Background: an optimization exercise with open tools, aiming at small area. Do not read the settings as production practice.
In this exercise RTL edits were held to simulation tests only and were not proved equivalent to the original.
No activity file was given, so power comes from the tool's default toggle rates.

==> flow/design.v (excerpt) <==
module top (input wire clk,
            input wire rst,
            input wire mic_data_1,
            input wire mic_data_2,
            output wire serial_tx,
            output wire mic_clk_1,
            output wire mic_clk_2,
            output wire serial_split);
For scale: about 1300 flip-flops, roughly 32000 um^2 of cells after synthesis.
==> flow/config.mk <==
export PLATFORM = sky130hd
export DESIGN_NAME = top
export DESIGN_NICKNAME = top
export VERILOG_FILES = /design/flow/design.v
export SDC_FILE = /design/flow/constraint.sdc
export NUM_CORES = 4
export LEC_CHECK = 0
export CAP_MARGIN = 20
export CORE_MARGIN = 2
export CORE_UTILIZATION = 60
export CTS_BUF_LIST = sky130_fd_sc_hd__clkbuf_8
export CTS_CLUSTER_DIAMETER = 50
export CTS_CLUSTER_SIZE = 20
export PLACE_DENSITY = 0.7
export SLEW_MARGIN = 20
==> flow/constraint.sdc <==
create_clock -name core_clock -period 10.0 [get_ports {clk}]
set_input_delay 2.0000 -clock core_clock [delete_from_list [all_inputs] [get_ports {clk}]]
set_output_delay 2.0000 -clock core_clock [all_outputs]
set_load 0.01 [all_outputs]
standard.sh (not shown) runs the stock make flow with config.mk's settings and CLKGATE_MAP_FILE= SYNTH_SCRIPT=/design/flow/synth_recipe.tcl, a recipe that flattens the netlist after the stock synthesis.
==> flow/flow/run.sh <==
#!/bin/bash
set -euo pipefail
export CTS_ARGS="-sink_clustering_enable -repair_clock_nets -sink_clustering_size 20 -sink_clustering_max_diameter 50 -buf_list sky130_fd_sc_hd__clkbuf_8 -dont_use_dummy_load"
bash standard.sh finish > standard_flow.log 2>&1
Change:
--- a/flow/design.v
+++ b/flow/design.v
@@ -84,43 +84,24 @@
 wire [9:0] clr;
 genvar g;
 generate
   for (g = 0; g < 10; g = g + 1) begin : gclr
     assign clr[g] = sending && (tl == g);
   end
 endgenerate
 wire        in0 = r0[18] & ~clr[3] & ~fresh;
 wire        in1 = r1[18] & ~fresh;
 wire        inc = (cnt == 8'd57);       
-wire [17:0] x0 = r0[17:0];
-wire [17:0] x1 = r1[17:0];
-wire [17:0] y0 = a3  & {18{mb0 & ~fresh}};
-wire [17:0] y1 = pa1 & {18{mb1 & ~fresh}};
-wire [18:0] k0, k1;                        
-assign k0[0] = inc & ~fresh;
-assign k1[0] = 1'b0;
-genvar gb;
-generate
-  for (gb = 0; gb < 18; gb = gb + 1) begin : gadd
-    assign k0[gb+1] = (x0[gb] & y0[gb]) | (x0[gb] & k0[gb]) | (y0[gb] & k0[gb]);
-    assign k1[gb+1] = (x1[gb] & y1[gb]) | (x1[gb] & k1[gb]) | (y1[gb] & k1[gb]);
-  end
-endgenerate
-wire [19:0] t0, t1;
-assign t0[17:0] = x0 ^ y0 ^ k0[17:0];
-assign t1[17:0] = x1 ^ y1 ^ k1[17:0];
-assign t0[18] = (e0 & ~fresh) ^ k0[18];
-assign t1[18] = (e1 & ~fresh) ^ k1[18];
-assign t0[19] = e0 & ~fresh & k0[18];
-assign t1[19] = e1 & ~fresh & k1[18];
-wire [18:0] w0 = {t0[19] | (t0[18] & in0), t0[18] ^ in0, t0[17:1]};
-wire [18:0] w1 = {t1[19] | (t1[18] & in1), t1[18] ^ in1, t1[17:1]};
+wire [19:0] t0  = {1'b0, e0 & ~fresh, r0[17:0] & ~{18{fresh}}} + ((mb0 & ~fresh) ? {2'b0, a3}  : 20'd0) + {19'd0, inc};
+wire [19:0] t1  = {1'b0, e1 & ~fresh, r1[17:0] & ~{18{fresh}}} + ((mb1 & ~fresh) ? {2'b0, pa1} : 20'd0);
+wire [18:0] w0  = t0[19:1] + {in0, 17'd0};
+wire [18:0] w1  = t1[19:1] + {in1, 17'd0};
 wire        scw = (cnt >= 8'd57) && (cnt < 8'd69);    
 wire        o0  = (scw && scclr) ? inc : t0[0] & ~fresh;
 wire [3:0]  scb = cnt[3:0] - 4'd9;                     
 always @(posedge clk)
   if (scw) sceq <= (inc | sceq) & (o0 == NCMP[scb]);
 reg [255:0] n0, n1;
 always @* begin
   n0 = {o0, r0[255:19], w0[17:0]};
   n1 = {t1[0] & ~fresh, r1[255:19], w1[17:0]};
   if (clr[0]) n0[65]  = 1'b0;
@@ -163,32 +144,25 @@
                output wire so);
 reg [19:0] i1, i2, i3, i4, i5;
 reg        c1, c2, c3, c4, c5;
 reg [17:0] dt;
 wire       first = (ph == 2'd0);
 wire [4:0] h1 = ifresh ? 5'd0 : i1[4:0];
 wire [4:0] h2 = ifresh ? 5'd0 : i2[4:0];
 wire [4:0] h3 = ifresh ? 5'd0 : i3[4:0];
 wire [4:0] h4 = ifresh ? 5'd0 : i4[4:0];
 wire [4:0] h5 = ifresh ? 5'd0 : i5[4:0];
-wire       ci1 = first ? d_in : c1 & ~ifresh;
-wire       ci2 = ~first & ~ifresh & c2;
-wire       ci3 = ~first & ~ifresh & c3;
-wire       ci4 = ~first & ~ifresh & c4;
-wire       ci5 = ~first & ~ifresh & c5;
-wire [4:0] g5  = snap ? 5'd0 : h5;        
-wire [5:0] s1, s2, s3, s4, s5;
-rip5 A1 (.a(h1), .b(5'd0), .ci(ci1), .s(s1));
-rip5 A2 (.a(h2), .b(h1),   .ci(ci2), .s(s2));
-rip5 A3 (.a(h3), .b(h2),   .ci(ci3), .s(s3));
-rip5 A4 (.a(h4), .b(h3),   .ci(ci4), .s(s4));
-rip5 A5 (.a(g5), .b(h4),   .ci(ci5), .s(s5));
+wire [5:0] s1 = {1'b0, h1} + {5'd0, first ? d_in : c1 & ~ifresh};
+wire [5:0] s2 = {1'b0, h2} + {1'b0, h1} + {5'd0, ~first & ~ifresh & c2};
+wire [5:0] s3 = {1'b0, h3} + {1'b0, h2} + {5'd0, ~first & ~ifresh & c3};
+wire [5:0] s4 = {1'b0, h4} + {1'b0, h3} + {5'd0, ~first & ~ifresh & c4};
+wire [5:0] s5 = {1'b0, snap ? 5'd0 : h5} + {1'b0, h4} + {5'd0, ~first & ~ifresh & c5};
 always @(posedge clk) begin
   i1 <= {s1[4:0], i1[19:5]};
   i2 <= {s2[4:0], i2[19:5]};
   i3 <= {s3[4:0], i3[19:5]};
   i4 <= {s4[4:0], i4[19:5]};
   i5 <= {s5[4:0], i5[19:5]};
   c1 <= s1[5]; c2 <= s2[5]; c3 <= s3[5]; c4 <= s4[5]; c5 <= s5[5];
 end
 reg [17:0] dn;
 always @* begin
@@ -228,22 +202,10 @@
     if (zero)
       for (k = 0; k < 13; k = k + 1) n[18*k+17] = 1'b0;
   end
 end
 always @(posedge clk) begin
   r <= n;
   bw <= bo;
 end
 assign q = r;
 endmodule
-module rip5 (input wire [4:0] a, input wire [4:0] b, input wire ci,
-             output wire [5:0] s);
-wire [5:0] k;
-assign k[0] = ci;
-genvar i;
-generate
-  for (i = 0; i < 5; i = i + 1) begin : g
-    assign {k[i+1], s[i]} = {1'b0, a[i]} + {1'b0, b[i]} + {1'b0, k[i]};
-  end
-endgenerate
-assign s[5] = k[5];
-endmodule
Effect: Clock skew stays flat. Via count went up by 15%. Final cell count goes up by 12%. Power went up by 0.73%. Final area came out higher by 4.9%. Setup slack improved by 3.5 ns. Routed wire length increases by 12%.


top, a different RTL version from the one above (not shown whole).
Size in the first run: roughly 2200 cells after synthesis, about 8 I/O pins, ~33000 um^2 of cells after synthesis.
Design top, start of the top module:
module top (input wire clk,
            input wire rst,
            input wire mic_data_1,
            input wire mic_data_2,
            output wire serial_tx,
            output wire mic_clk_1,
            output wire mic_clk_2,
            output wire serial_split);
==> flow/config.mk <==
export PLATFORM = sky130hd
export DESIGN_NAME = top
export DESIGN_NICKNAME = top
export VERILOG_FILES = /design/flow/design.v
export SDC_FILE = /design/flow/constraint.sdc
export NUM_CORES = 4
export LEC_CHECK = 0
export CAP_MARGIN = 20
export CORE_MARGIN = 2
export CORE_UTILIZATION = 60
export CTS_BUF_LIST = sky130_fd_sc_hd__clkbuf_8
export CTS_CLUSTER_DIAMETER = 50
export CTS_CLUSTER_SIZE = 20
export PLACE_DENSITY = 0.7
export SLEW_MARGIN = 20
==> flow/constraint.sdc <==
create_clock -name core_clock -period 10.0 [get_ports {clk}]
set_input_delay 2.0000 -clock core_clock [delete_from_list [all_inputs] [get_ports {clk}]]
set_output_delay 2.0000 -clock core_clock [all_outputs]
set_load 0.01 [all_outputs]
Scripts as last shown in full above: flow/flow/run.sh
Change:
--- a/flow/design.v
+++ b/flow/design.v
@@ -87,18 +87,35 @@
   for (g = 0; g < 10; g = g + 1) begin : gclr
     assign clr[g] = sending && (tl == g);
   end
 endgenerate
 wire        in0 = r0[18] & ~clr[3] & ~fresh;
 wire        in1 = r1[18] & ~fresh;
 wire        inc = (cnt == 8'd57);       
-wire [19:0] t0  = {1'b0, e0 & ~fresh, r0[17:0]} + ((mb0 & ~fresh) ? {2'b0, a3}  : 20'd0) + {19'd0, inc};
-wire [19:0] t1  = {1'b0, e1 & ~fresh, r1[17:0]} + ((mb1 & ~fresh) ? {2'b0, pa1} : 20'd0);
-wire [18:0] w0  = t0[19:1] + {in0, 17'd0};
-wire [18:0] w1  = t1[19:1] + {in1, 17'd0};
+wire [17:0] x0 = r0[17:0];
+wire [17:0] x1 = r1[17:0];
+wire [17:0] y0 = a3  & {18{mb0 & ~fresh}};
+wire [17:0] y1 = pa1 & {18{mb1 & ~fresh}};
+wire [18:0] k0, k1;                        
+wire [19:0] t0, t1;
+assign k0[0] = inc & ~fresh;
+assign k1[0] = 1'b0;
+genvar gb;
+generate
+  for (gb = 0; gb < 18; gb = gb + 1) begin : gadd
+    assign {k0[gb+1], t0[gb]} = {1'b0, x0[gb]} + {1'b0, y0[gb]} + {1'b0, k0[gb]};
+    assign {k1[gb+1], t1[gb]} = {1'b0, x1[gb]} + {1'b0, y1[gb]} + {1'b0, k1[gb]};
+  end
+endgenerate
+assign t0[18] = (e0 & ~fresh) ^ k0[18];
+assign t1[18] = (e1 & ~fresh) ^ k1[18];
+assign t0[19] = e0 & ~fresh & k0[18];
+assign t1[19] = e1 & ~fresh & k1[18];
+wire [18:0] w0 = {t0[19] | (t0[18] & in0), t0[18] ^ in0, t0[17:1]};
+wire [18:0] w1 = {t1[19] | (t1[18] & in1), t1[18] ^ in1, t1[17:1]};
 wire        scw = (cnt >= 8'd57) && (cnt < 8'd69);    
 wire        o0  = (scw && scclr) ? inc : t0[0] & ~fresh;
 wire [3:0]  scb = cnt[3:0] - 4'd9;                     
 always @(posedge clk)
   if (scw) sceq <= (inc | sceq) & (o0 == NCMP[scb]);
 reg [255:0] n0, n1;
 always @* begin
@@ -147,19 +164,26 @@
 reg [17:0] dt;
 wire       first = (ph == 2'd0);
 wire [4:0] h1 = ifresh ? 5'd0 : i1[4:0];
 wire [4:0] h2 = ifresh ? 5'd0 : i2[4:0];
 wire [4:0] h3 = ifresh ? 5'd0 : i3[4:0];
 wire [4:0] h4 = ifresh ? 5'd0 : i4[4:0];
 wire [4:0] h5 = ifresh ? 5'd0 : i5[4:0];
-wire [5:0] s1 = {1'b0, h1} + {5'd0, first ? d_in : c1 & ~ifresh};
-wire [5:0] s2 = {1'b0, h2} + {1'b0, h1} + {5'd0, ~first & ~ifresh & c2};
-wire [5:0] s3 = {1'b0, h3} + {1'b0, h2} + {5'd0, ~first & ~ifresh & c3};
-wire [5:0] s4 = {1'b0, h4} + {1'b0, h3} + {5'd0, ~first & ~ifresh & c4};
-wire [5:0] s5 = {1'b0, snap ? 5'd0 : h5} + {1'b0, h4} + {5'd0, ~first & ~ifresh & c5};
+wire       ci1 = first ? d_in : c1 & ~ifresh;
+wire       ci2 = ~first & ~ifresh & c2;
+wire       ci3 = ~first & ~ifresh & c3;
+wire       ci4 = ~first & ~ifresh & c4;
+wire       ci5 = ~first & ~ifresh & c5;
+wire [4:0] g5  = snap ? 5'd0 : h5;        
+wire [5:0] s1, s2, s3, s4, s5;
+rip5 A1 (.a(h1), .b(5'd0), .ci(ci1), .s(s1));
+rip5 A2 (.a(h2), .b(h1),   .ci(ci2), .s(s2));
+rip5 A3 (.a(h3), .b(h2),   .ci(ci3), .s(s3));
+rip5 A4 (.a(h4), .b(h3),   .ci(ci4), .s(s4));
+rip5 A5 (.a(g5), .b(h4),   .ci(ci5), .s(s5));
 always @(posedge clk) begin
   i1 <= {s1[4:0], i1[19:5]};
   i2 <= {s2[4:0], i2[19:5]};
   i3 <= {s3[4:0], i3[19:5]};
   i4 <= {s4[4:0], i4[19:5]};
   i5 <= {s5[4:0], i5[19:5]};
   c1 <= s1[5]; c2 <= s2[5]; c3 <= s3[5]; c4 <= s4[5]; c5 <= s5[5];
@@ -205,7 +229,19 @@
 end
 always @(posedge clk) begin
   r <= n;
   bw <= bo;
 end
 assign q = r;
 endmodule
+module rip5 (input wire [4:0] a, input wire [4:0] b, input wire ci,
+             output wire [5:0] s);
+wire [5:0] k;
+assign k[0] = ci;
+genvar i;
+generate
+  for (i = 0; i < 5; i = i + 1) begin : g
+    assign {k[i+1], s[i]} = {1'b0, a[i]} + {1'b0, b[i]} + {1'b0, k[i]};
+  end
+endgenerate
+assign s[5] = k[5];
+endmodule
Outcome: The new run finished clean. Routed wire length decreases by 8.6%. Setup slack is worse by 4.0 ns. Synthesized cell count decreases by 11%. Final area decreases by 3.8%. Power is about the same.

==> port drivers added, routing unchanged <==
In the flow no input, the clock included, has a driving cell. The finished layouts below were timed again as built, in two steps. Step 1 sets driving cells, clkbuf_16 on the clock port and buf_2 on the other inputs (assumed; they add their load-dependent delay and slew). Step 2 moves the port delays by t, midway between the first and last clock arrival at a register: inputs arrive t later, outputs are due t later. That takes back most of the time a late clock gives input paths. Three values: ideal, step 1, step 2; two values: the first two.
run	t, ns	slack for setup (ns)	worst hold slack (ns)	worst setup path after step 2	clock arrival spread, ns
the first run of note 1	0.697	0.426 / 0.426 / 0.426	0.259 / 0.259 / 0.259	register to register	0.077 / 0.077
the second run of note 1	0.718	3.976 / 3.919 / 4.502	0.258 / 0.258 / 0.258	register to register	0.075 / 0.074
the first run of note 2	0.707	4.404 / 4.352 / 5.010	0.270 / 0.270 / 0.270	register to register	0.089 / 0.090
the second run of note 2	0.700	0.377 / 0.377 / 0.377	0.267 / 0.267 / 0.267	register to register	0.080 / 0.079
After both steps setup and hold are still met in every run listed.
